Background: an optimization exercise with open tools, aiming at small area. Do not read the settings as production practice. Only simulation tests tie the RTL to the original design; equivalence was not proved. The clock port is modelled as an ideal driver; clocking choices that lean on that would not hold on a real chip. Power is estimated from default activity; no workload was simulated.

Design xor_encrypt, start of the top module:
module xor_encrypt(
        input logic clk,
        input logic valid_in,
        input logic [7:0] key,
        input logic [255:0] code,
        output logic [255:0] code_out,
        output logic valid_out
);
clock: 4.0 ns
lec_check: 0
cap_margin: 20
core_margin: 2
core_utilization: 40
cts_buf_list: sky130_fd_sc_hd__clkbuf_16
cts_cluster_diameter: 120
cts_cluster_size: 30
slew_margin: 20
synth_hierarchical: 1
synth_minimum_keep_size: 0
standard.sh (not shown) runs the stock make flow with config.mk's settings and CLKGATE_MAP_FILE= SYNTH_SCRIPT=/design/flow/synth_recipe.tcl, a recipe that flattens the netlist after the stock synthesis.
==> flow/flow/run.sh <==
#!/bin/bash
# Own layout flow: the standard flow (standard synthesis unchanged) with two changes:
#  - the buffers that global placement puts on every input and output port are the
#    smallest buffer, sky130_fd_sc_hd__buf_1, instead of the default pick;
#  - post_gpl.tcl drops the buffers that timing-driven global placement adds while the
#    clock is still ideal; the repairs after clock tree synthesis add what the real
#    clock timing needs.
# make's full output goes to flow_make.log in this folder; ORFS writes each step's log
# under orfs/logs/.
set -euo pipefail
export BUFFER_PORTS_ARGS="-buffer_cell sky130_fd_sc_hd__buf_1"
export POST_GLOBAL_PLACE_TCL="$PWD/flow/post_gpl.tcl"
bash standard.sh finish > flow_make.log 2>&1
test -f out/final.def
==> flow/flow/post_gpl.tcl <==
# Post global placement hook.
# Drop the buffers that timing-driven global placement added (instances named place*),
# reconnecting their loads to the buffer's input net.
proc drop_place_buffers {} {
  set n 0
  foreach inst [get_cells -quiet place*] {
    set ref [get_property $inst ref_name]
    if { ![regexp {^sky130_fd_sc_hd__(buf|clkbuf)_[0-9]+$} $ref] } { continue }
    set name [get_full_name $inst]
    set in_net [get_nets -of_objects [get_pins $name/A]]
    set out_net [get_nets -of_objects [get_pins $name/X]]
    set loads {}
    foreach pin [get_pins -quiet -of_objects $out_net] {
      if { [get_full_name $pin] != "$name/X" } { lappend loads $pin }
    }
    if { [llength [get_ports -quiet -of_objects $out_net]] > 0 } { continue }
    disconnect_pin $in_net [get_pins $name/A]
    disconnect_pin $out_net [get_pins $name/X]
    foreach pin $loads {
      disconnect_pin $out_net $pin
      connect_pin $in_net $pin
    }
    delete_instance $inst
    delete_net $out_net
    incr n
  }
  puts "Dropped $n placement buffers."
}
drop_place_buffers
Next try:
--- a/flow/flow/run.sh
+++ b/flow/flow/run.sh
@@ -1,3 +1,3 @@
 #!/bin/bash
-# Own layout flow: the standard flow (standard synthesis unchanged) with two changes:
+# Own layout flow: the standard flow (standard synthesis unchanged) with these changes:
 #  - the buffers that global placement puts on every input and output port are the
@@ -6,3 +6,5 @@
 #    clock is still ideal; the repairs after clock tree synthesis add what the real
-#    clock timing needs.
+#    clock timing needs;
+#  - those repairs try buffering before sizing gates up, and small_bufs.tcl keeps them
+#    to the small buffers (no large or delay buffers, no xor2_4).
 # make's full output goes to flow_make.log in this folder; ORFS writes each step's log
@@ -12,2 +14,5 @@
 export POST_GLOBAL_PLACE_TCL="$PWD/flow/post_gpl.tcl"
+export SETUP_MOVE_SEQUENCE="unbuffer,swap,buffer,sizeup"
+export PRE_CTS_TCL="$PWD/flow/small_bufs.tcl"
+export PRE_GLOBAL_ROUTE_TCL="$PWD/flow/small_bufs.tcl"
 bash standard.sh finish > flow_make.log 2>&1
==> flow/flow/small_bufs.tcl (new file) <==
# Timing repairs after clock tree synthesis: buffer with the small buffers only.
set_dont_use [get_lib_cells {sky130_fd_sc_hd__buf_4 sky130_fd_sc_hd__buf_6 sky130_fd_sc_hd__buf_8 sky130_fd_sc_hd__buf_12 sky130_fd_sc_hd__buf_16 sky130_fd_sc_hd__xor2_4 sky130_fd_sc_hd__dlygate* sky130_fd_sc_hd__dlymetal* sky130_fd_sc_hd__clkdlybuf* sky130_fd_sc_hd__bufbuf* sky130_fd_sc_hd__clkbuf_4 sky130_fd_sc_hd__clkbuf_8}]
Effect: The new run completed with no timing, DRC or antenna violations; clock power stays flat; non-clock buffer count increases by 12; hold slack degrades by 0.0051 ns; power decreases by a few percent; sequential share of layout area increases by 1.1 points; via count increases slightly; cell area decreases by a few percent; die area stays the same; wire length is about the same; global-route usage stays flat.

* * *

the reference run:
xor_encrypt, a different RTL version from the one above (not shown whole).
Size in the first run: about 790 cells after synthesis, roughly 260 flip-flops, roughly 520 I/O pins, roughly 12000 um^2 of cells after synthesis.
Settings: LEC_CHECK=0, CAP_MARGIN=20, CORE_MARGIN=2, CORE_UTILIZATION=40, CTS_BUF_LIST=sky130_fd_sc_hd__clkbuf_16, CTS_CLUSTER_DIAMETER=120, CTS_CLUSTER_SIZE=30, PLACE_DENSITY=0.7, SLEW_MARGIN=20, SYNTH_HIERARCHICAL=1, SYNTH_MINIMUM_KEEP_SIZE=0; clock period 4.0 ns.
==> flow/flow/run.sh <==
#!/bin/bash
# Own layout flow: the standard flow (standard synthesis unchanged) with two changes:
#  - the buffers that global placement puts on every input and output port are the
#    smallest buffer, sky130_fd_sc_hd__buf_1, instead of the default pick;
#  - post_gpl.tcl drops the buffers that timing-driven global placement adds while the
#    clock is still ideal; the repairs after clock tree synthesis add what the real
#    clock timing needs.
# make's full output goes to flow_make.log in this folder; ORFS writes each step's log
# under orfs/logs/.
set -euo pipefail
export BUFFER_PORTS_ARGS="-buffer_cell sky130_fd_sc_hd__buf_1"
export POST_GLOBAL_PLACE_TCL="$PWD/flow/post_gpl.tcl"
bash standard.sh finish > flow_make.log 2>&1
test -f out/final.def
Scripts as last shown in full above: flow/flow/post_gpl.tcl
The reference run finished every step from synthesis to the final layout, and the layout passed the timing, DRC and antenna checks.
[inputs] the trial run vs the reference run
- CTS_CLUSTER_SIZE: 30 -> 24
- CTS_CLUSTER_DIAMETER: 120 -> 100
- PLACE_DENSITY: 0.7 -> unset
==> flow/flow/run.sh <==
#!/bin/bash
# Own layout flow: the standard flow (standard synthesis unchanged), with the port
# buffers that global placement inserts on every input and output made the smallest
# buffer, sky130_fd_sc_hd__buf_1, instead of the default pick. Everything else is as in
# the standard flow. make's full output goes to flow_make.log in this folder; ORFS
# writes each step's log under orfs/logs/.
set -euo pipefail
export BUFFER_PORTS_ARGS="-buffer_cell sky130_fd_sc_hd__buf_1"
export PRE_GLOBAL_PLACE_TCL="$PWD/flow/pre_gpl.tcl"
bash standard.sh finish > flow_make.log 2>&1
test -f out/final.def
==> flow/flow/pre_gpl.tcl (new file) <==
set_clock_latency 0.48 [all_clocks]
removed: flow/flow/post_gpl.tcl
==> comparison <==
- Of the reference run and the trial run, the trial run shows the lower share of the cycle needed by the critical path after routing, with the reference run above it.
- From the reference run to the trial run the numbers moved as follows: power has increased, delay of the slowest cell on the worst path increased by 0.07 ns relative to the old numbers, final critical-path required period moved down, worst slack at placement climbed 0.68 ns, sequential power saw little to no change.
- The trial run: internal power consumption 0.00022 W above the reference run
- Across both runs, combinational cell fraction of total power was higher for the trial run than for the reference run.
- Global-route usage delta for the trial run relative to the reference run: 0.43 points higher
- Inverter count of the layout excluding clock inverters came out exactly the same in the reference run and the trial run.
- Of the reference run and the trial run, the run reporting the lower signed area change from the synthesized netlist to the final layout was the reference run.

* * *

The RTL this note starts from:
==> flow/design.v <==
module xor_gate(
    input logic [7:0] A,
    input logic [7:0] B,
    output logic [7:0] Y
);
    assign Y = A^B;
endmodule
`timescale 1ns/1ps
module xor_encrypt(
        input logic clk,
        input logic valid_in,
        input logic [7:0] key,
        input logic [255:0] code,
        output logic [255:0] code_out,
        output logic valid_out
);
logic [255:0] d;    
logic [7:0] n0;
logic [7:0] n1;
logic [7:0] n2;
logic [7:0] n3;
logic [7:0] n4;
logic [7:0] n5;
logic [7:0] n6;
logic [7:0] n7;
logic [7:0] n8;
logic [7:0] n9;
logic [7:0] n10;
logic [7:0] n11;
logic [7:0] n12;
logic [7:0] n13;
logic [7:0] n14;
logic [7:0] n15;
logic [7:0] n16;
logic [7:0] n17;
logic [7:0] n18;
logic [7:0] n19;
logic [7:0] n20;
logic [7:0] n21;
logic [7:0] n22;
logic [7:0] n23;
logic [7:0] n24;
logic [7:0] n25;
logic [7:0] n26;
logic [7:0] n27;
logic [7:0] n28;
logic [7:0] n29;
logic [7:0] n30;
logic [7:0] n31;
logic [7:0] n32;
logic [7:0] n33;
logic [7:0] n34;
logic [7:0] n35;
logic [7:0] n36;
logic [7:0] n37;
logic [7:0] n38;
logic [7:0] n39;
logic [7:0] n40;
logic [7:0] n41;
logic [7:0] n42;
logic [7:0] n43;
logic [7:0] n44;
logic [7:0] n45;
logic [7:0] n46;
logic [7:0] n47;
logic [7:0] n48;
logic [7:0] n49;
logic [7:0] n50;
logic [7:0] n51;
logic [7:0] n52;
logic [7:0] n53;
logic [7:0] n54;
logic [7:0] n55;
logic [7:0] n56;
logic [7:0] n57;
xor_gate u_n0 (.A(key), .B(code[7:0]), .Y(n0));
xor_gate u_n1 (.A(code[15:8]), .B(code[23:16]), .Y(n1));
xor_gate u_n2 (.A(code[31:24]), .B(code[39:32]), .Y(n2));
xor_gate u_n3 (.A(code[47:40]), .B(code[55:48]), .Y(n3));
xor_gate u_n4 (.A(code[63:56]), .B(code[71:64]), .Y(n4));
xor_gate u_n5 (.A(code[79:72]), .B(code[87:80]), .Y(n5));
xor_gate u_n6 (.A(code[95:88]), .B(code[103:96]), .Y(n6));
xor_gate u_n7 (.A(code[111:104]), .B(code[119:112]), .Y(n7));
xor_gate u_n8 (.A(code[127:120]), .B(code[135:128]), .Y(n8));
xor_gate u_n9 (.A(code[143:136]), .B(code[151:144]), .Y(n9));
xor_gate u_n10 (.A(code[159:152]), .B(code[167:160]), .Y(n10));
xor_gate u_n11 (.A(code[175:168]), .B(code[183:176]), .Y(n11));
xor_gate u_n12 (.A(code[191:184]), .B(code[199:192]), .Y(n12));
xor_gate u_n13 (.A(code[207:200]), .B(code[215:208]), .Y(n13));
xor_gate u_n14 (.A(code[223:216]), .B(code[231:224]), .Y(n14));
xor_gate u_n15 (.A(code[239:232]), .B(code[247:240]), .Y(n15));
xor_gate u_n16 (.A(n0), .B(n1), .Y(n16));
xor_gate u_n17 (.A(n2), .B(n3), .Y(n17));
xor_gate u_n18 (.A(n4), .B(n5), .Y(n18));
xor_gate u_n19 (.A(n6), .B(n7), .Y(n19));
xor_gate u_n20 (.A(n8), .B(n9), .Y(n20));
xor_gate u_n21 (.A(n10), .B(n11), .Y(n21));
xor_gate u_n22 (.A(n12), .B(n13), .Y(n22));
xor_gate u_n23 (.A(n14), .B(n15), .Y(n23));
xor_gate u_n24 (.A(n16), .B(n17), .Y(n24));
xor_gate u_n25 (.A(n18), .B(n19), .Y(n25));
xor_gate u_n26 (.A(n20), .B(n21), .Y(n26));
xor_gate u_n27 (.A(n22), .B(n23), .Y(n27));
xor_gate u_n28 (.A(n24), .B(n25), .Y(n28));
xor_gate u_n29 (.A(n26), .B(n27), .Y(n29));
xor_gate u_n30 (.A(n28), .B(n29), .Y(n30));
xor_gate u_n31 (.A(n28), .B(n26), .Y(n31));
xor_gate u_n32 (.A(n24), .B(n18), .Y(n32));
xor_gate u_n33 (.A(n28), .B(n20), .Y(n33));
xor_gate u_n34 (.A(n31), .B(n22), .Y(n34));
xor_gate u_n35 (.A(n16), .B(n2), .Y(n35));
xor_gate u_n36 (.A(n24), .B(n4), .Y(n36));
xor_gate u_n37 (.A(n32), .B(n6), .Y(n37));
xor_gate u_n38 (.A(n28), .B(n8), .Y(n38));
xor_gate u_n39 (.A(n33), .B(n10), .Y(n39));
xor_gate u_n40 (.A(n31), .B(n12), .Y(n40));
xor_gate u_n41 (.A(n34), .B(n14), .Y(n41));
xor_gate u_n42 (.A(n0), .B(code[15:8]), .Y(n42));
xor_gate u_n43 (.A(n16), .B(code[31:24]), .Y(n43));
xor_gate u_n44 (.A(n35), .B(code[47:40]), .Y(n44));
xor_gate u_n45 (.A(n24), .B(code[63:56]), .Y(n45));
xor_gate u_n46 (.A(n36), .B(code[79:72]), .Y(n46));
xor_gate u_n47 (.A(n32), .B(code[95:88]), .Y(n47));
xor_gate u_n48 (.A(n37), .B(code[111:104]), .Y(n48));
xor_gate u_n49 (.A(n28), .B(code[127:120]), .Y(n49));
xor_gate u_n50 (.A(n38), .B(code[143:136]), .Y(n50));
xor_gate u_n51 (.A(n33), .B(code[159:152]), .Y(n51));
xor_gate u_n52 (.A(n39), .B(code[175:168]), .Y(n52));
xor_gate u_n53 (.A(n31), .B(code[191:184]), .Y(n53));
xor_gate u_n54 (.A(n40), .B(code[207:200]), .Y(n54));
xor_gate u_n55 (.A(n34), .B(code[223:216]), .Y(n55));
xor_gate u_n56 (.A(n41), .B(code[239:232]), .Y(n56));
xor_gate u_n57 (.A(n30), .B(code[255:248]), .Y(n57));
assign d[7:0] = n0;
assign d[15:8] = n42;
assign d[23:16] = n16;
assign d[31:24] = n43;
assign d[39:32] = n35;
assign d[47:40] = n44;
assign d[55:48] = n24;
assign d[63:56] = n45;
assign d[71:64] = n36;
assign d[79:72] = n46;
assign d[87:80] = n32;
assign d[95:88] = n47;
assign d[103:96] = n37;
assign d[111:104] = n48;
assign d[119:112] = n28;
assign d[127:120] = n49;
assign d[135:128] = n38;
assign d[143:136] = n50;
assign d[151:144] = n33;
assign d[159:152] = n51;
assign d[167:160] = n39;
assign d[175:168] = n52;
assign d[183:176] = n31;
assign d[191:184] = n53;
assign d[199:192] = n40;
assign d[207:200] = n54;
assign d[215:208] = n34;
assign d[223:216] = n55;
assign d[231:224] = n41;
assign d[239:232] = n56;
assign d[247:240] = n30;
assign d[255:248] = n57;
always_ff @(posedge clk) begin
    valid_out <= valid_in;
end
always_ff @(posedge clk) begin
    if (valid_in) code_out <= d;
end
endmodule
clock: 4.0 ns
lec_check: 0
cap_margin: 20
core_margin: 2
core_utilization: 40
cts_buf_list: sky130_fd_sc_hd__clkbuf_8
cts_cluster_diameter: 100
cts_cluster_size: 16
slew_margin: 20
synth_hierarchical: 1
synth_minimum_keep_size: 0
run.sh (not shown) runs the stock make flow with config.mk's settings and CLKGATE_MAP_FILE= SYNTH_SCRIPT=/design/flow/synth_recipe.tcl, a recipe that flattens the netlist after the stock synthesis.
Stock flow here: none of the scripts above is used.
Change:
==> flow/flow/run.sh (new file) <==
#!/bin/bash
# Own layout flow: the standard flow (standard synthesis unchanged) with two changes:
#  - the buffers that global placement puts on every input and output port are the
#    smallest buffer, sky130_fd_sc_hd__buf_1, instead of the default pick;
#  - post_gpl.tcl drops the buffers that timing-driven global placement adds while the
#    clock is still ideal; the repairs after clock tree synthesis add what the real
#    clock timing needs.
# make's full output goes to flow_make.log in this folder; ORFS writes each step's log
# under orfs/logs/.
set -euo pipefail
export BUFFER_PORTS_ARGS="-buffer_cell sky130_fd_sc_hd__buf_1"
export POST_GLOBAL_PLACE_TCL="$PWD/flow/post_gpl.tcl"
bash standard.sh finish > flow_make.log 2>&1
test -f out/final.def
==> flow/flow/post_gpl.tcl (new file) <==
# Post global placement hook.
# Drop the buffers that timing-driven global placement added (instances named place*),
# reconnecting their loads to the buffer's input net.
proc drop_place_buffers {} {
  set n 0
  foreach inst [get_cells -quiet place*] {
    set ref [get_property $inst ref_name]
    if { ![regexp {^sky130_fd_sc_hd__(buf|clkbuf)_[0-9]+$} $ref] } { continue }
    set name [get_full_name $inst]
    set in_net [get_nets -of_objects [get_pins $name/A]]
    set out_net [get_nets -of_objects [get_pins $name/X]]
    set loads {}
    foreach pin [get_pins -quiet -of_objects $out_net] {
      if { [get_full_name $pin] != "$name/X" } { lappend loads $pin }
    }
    if { [llength [get_ports -quiet -of_objects $out_net]] > 0 } { continue }
    disconnect_pin $in_net [get_pins $name/A]
    disconnect_pin $out_net [get_pins $name/X]
    foreach pin $loads {
      disconnect_pin $out_net $pin
      connect_pin $in_net $pin
    }
    delete_instance $inst
    delete_net $out_net
    incr n
  }
  puts "Dropped $n placement buffers."
}
drop_place_buffers
==> flow/standard.sh (new file) <==
#!/bin/bash
# synth_recipe.tcl (not shown) runs the flow's synth.tcl, then flattens the netlist and writes it again
# the make line also repeats each setting of config.mk as NAME=value (left out here)
make -C /OpenROAD-flow-scripts/flow DESIGN_CONFIG=/design/flow/config.mk WORK_HOME=/design/flow/orfs CLKGATE_MAP_FILE= SYNTH_SCRIPT=/design/flow/synth_recipe.tcl "${@:-finish}"
- CTS_BUF_LIST: sky130_fd_sc_hd__clkbuf_8 -> sky130_fd_sc_hd__clkbuf_16
- CTS_CLUSTER_DIAMETER: 100 -> 120
- CTS_CLUSTER_SIZE: 16 -> 30
removed: flow/run.sh
Maximum frequency went down by 10%.
Wire length drops by 13%.
Combinational power came out lower by 31%.
Hold slack gets worse by 0.12 ns.
Global-route usage falls by 3.7 points.
Synthesized area is unchanged.
Change:
--- a/flow/flow/run.sh
+++ b/flow/flow/run.sh
@@ -1,3 +1,3 @@
 #!/bin/bash
-# Own layout flow: the standard flow (standard synthesis unchanged) with two changes:
+# Own layout flow: the standard flow (standard synthesis unchanged) with these changes:
 #  - the buffers that global placement puts on every input and output port are the
@@ -6,3 +6,5 @@
 #    clock is still ideal; the repairs after clock tree synthesis add what the real
-#    clock timing needs.
+#    clock timing needs;
+#  - those repairs try buffering before sizing gates up, and small_bufs.tcl keeps them
+#    to the small buffers (no large or delay buffers, no xor2_4).
 # make's full output goes to flow_make.log in this folder; ORFS writes each step's log
@@ -12,2 +14,5 @@
 export POST_GLOBAL_PLACE_TCL="$PWD/flow/post_gpl.tcl"
+export SETUP_MOVE_SEQUENCE="unbuffer,swap,buffer,sizeup"
+export PRE_CTS_TCL="$PWD/flow/small_bufs.tcl"
+export PRE_GLOBAL_ROUTE_TCL="$PWD/flow/small_bufs.tcl"
 bash standard.sh finish > flow_make.log 2>&1
==> flow/flow/small_bufs.tcl (new file) <==
# Timing repairs after clock tree synthesis: buffer with the small buffers only.
set_dont_use [get_lib_cells {sky130_fd_sc_hd__buf_4 sky130_fd_sc_hd__buf_6 sky130_fd_sc_hd__buf_8 sky130_fd_sc_hd__buf_12 sky130_fd_sc_hd__buf_16 sky130_fd_sc_hd__xor2_4 sky130_fd_sc_hd__dlygate* sky130_fd_sc_hd__dlymetal* sky130_fd_sc_hd__clkdlybuf* sky130_fd_sc_hd__bufbuf* sky130_fd_sc_hd__clkbuf_4 sky130_fd_sc_hd__clkbuf_8}]
- CTS_BUF_LIST: sky130_fd_sc_hd__clkbuf_16 -> sky130_fd_sc_hd__clkbuf_8
- CTS_CLUSTER_DIAMETER: 120 -> 100
- CTS_CLUSTER_SIZE: 30 -> 16
After rerunning: Worst setup slack gains 0.029 ns. Sequential power stays flat. Core utilization drops by 0.14 points. Final cell count climbs by about 0.8%. Synthesized area stays the same.

[what the ideal ports hide]
The results above use ideal ports. As a check the final layouts listed here were re-extracted and re-timed, cells and wires unchanged.
Step 1 assumes that a clkbuf_16 drives the clock port and a buf_2 every other input.
Step 2 times the ports against the registers' clock, not the clock port: input delays grow and output delays shrink by t, the midpoint of the rising clock arrivals with the driver on.
a / b / c = ideal / step 1 / step 2; a / b = the first two.
| run | t, ns | slack for setup (ns) | cell pins on the clock port's net |
|---|---|---|---|
| the first run of note 1 | 0.528 | 0.124 / 0.125 / -0.403 | 1 |
| the second run of note 1 | 0.529 | 0.163 / 0.191 / -0.338 | 1 |
| the reference run | 0.525 | 0.226 / 0.189 / -0.273 | 1 |
| the trial run | 0.528 | 0.247 / 0.198 / -0.027 | 1 |
| the first run of note 3 | 0.573 | 0.760 / 0.777 / 0.204 | 1 |
| the second run of note 3 | 0.526 | 0.382 / 0.403 / -0.123 | 1 |
| the third run of note 3 | 0.569 | 0.410 / 0.427 / -0.142 | 1 |
Met with ideal ports but missed after step 2: setup timing in 6 of these runs. The setup slack of the first run of note 3, which loses most, moves by +0.017 ns with the drivers and by -0.556 ns with both steps.
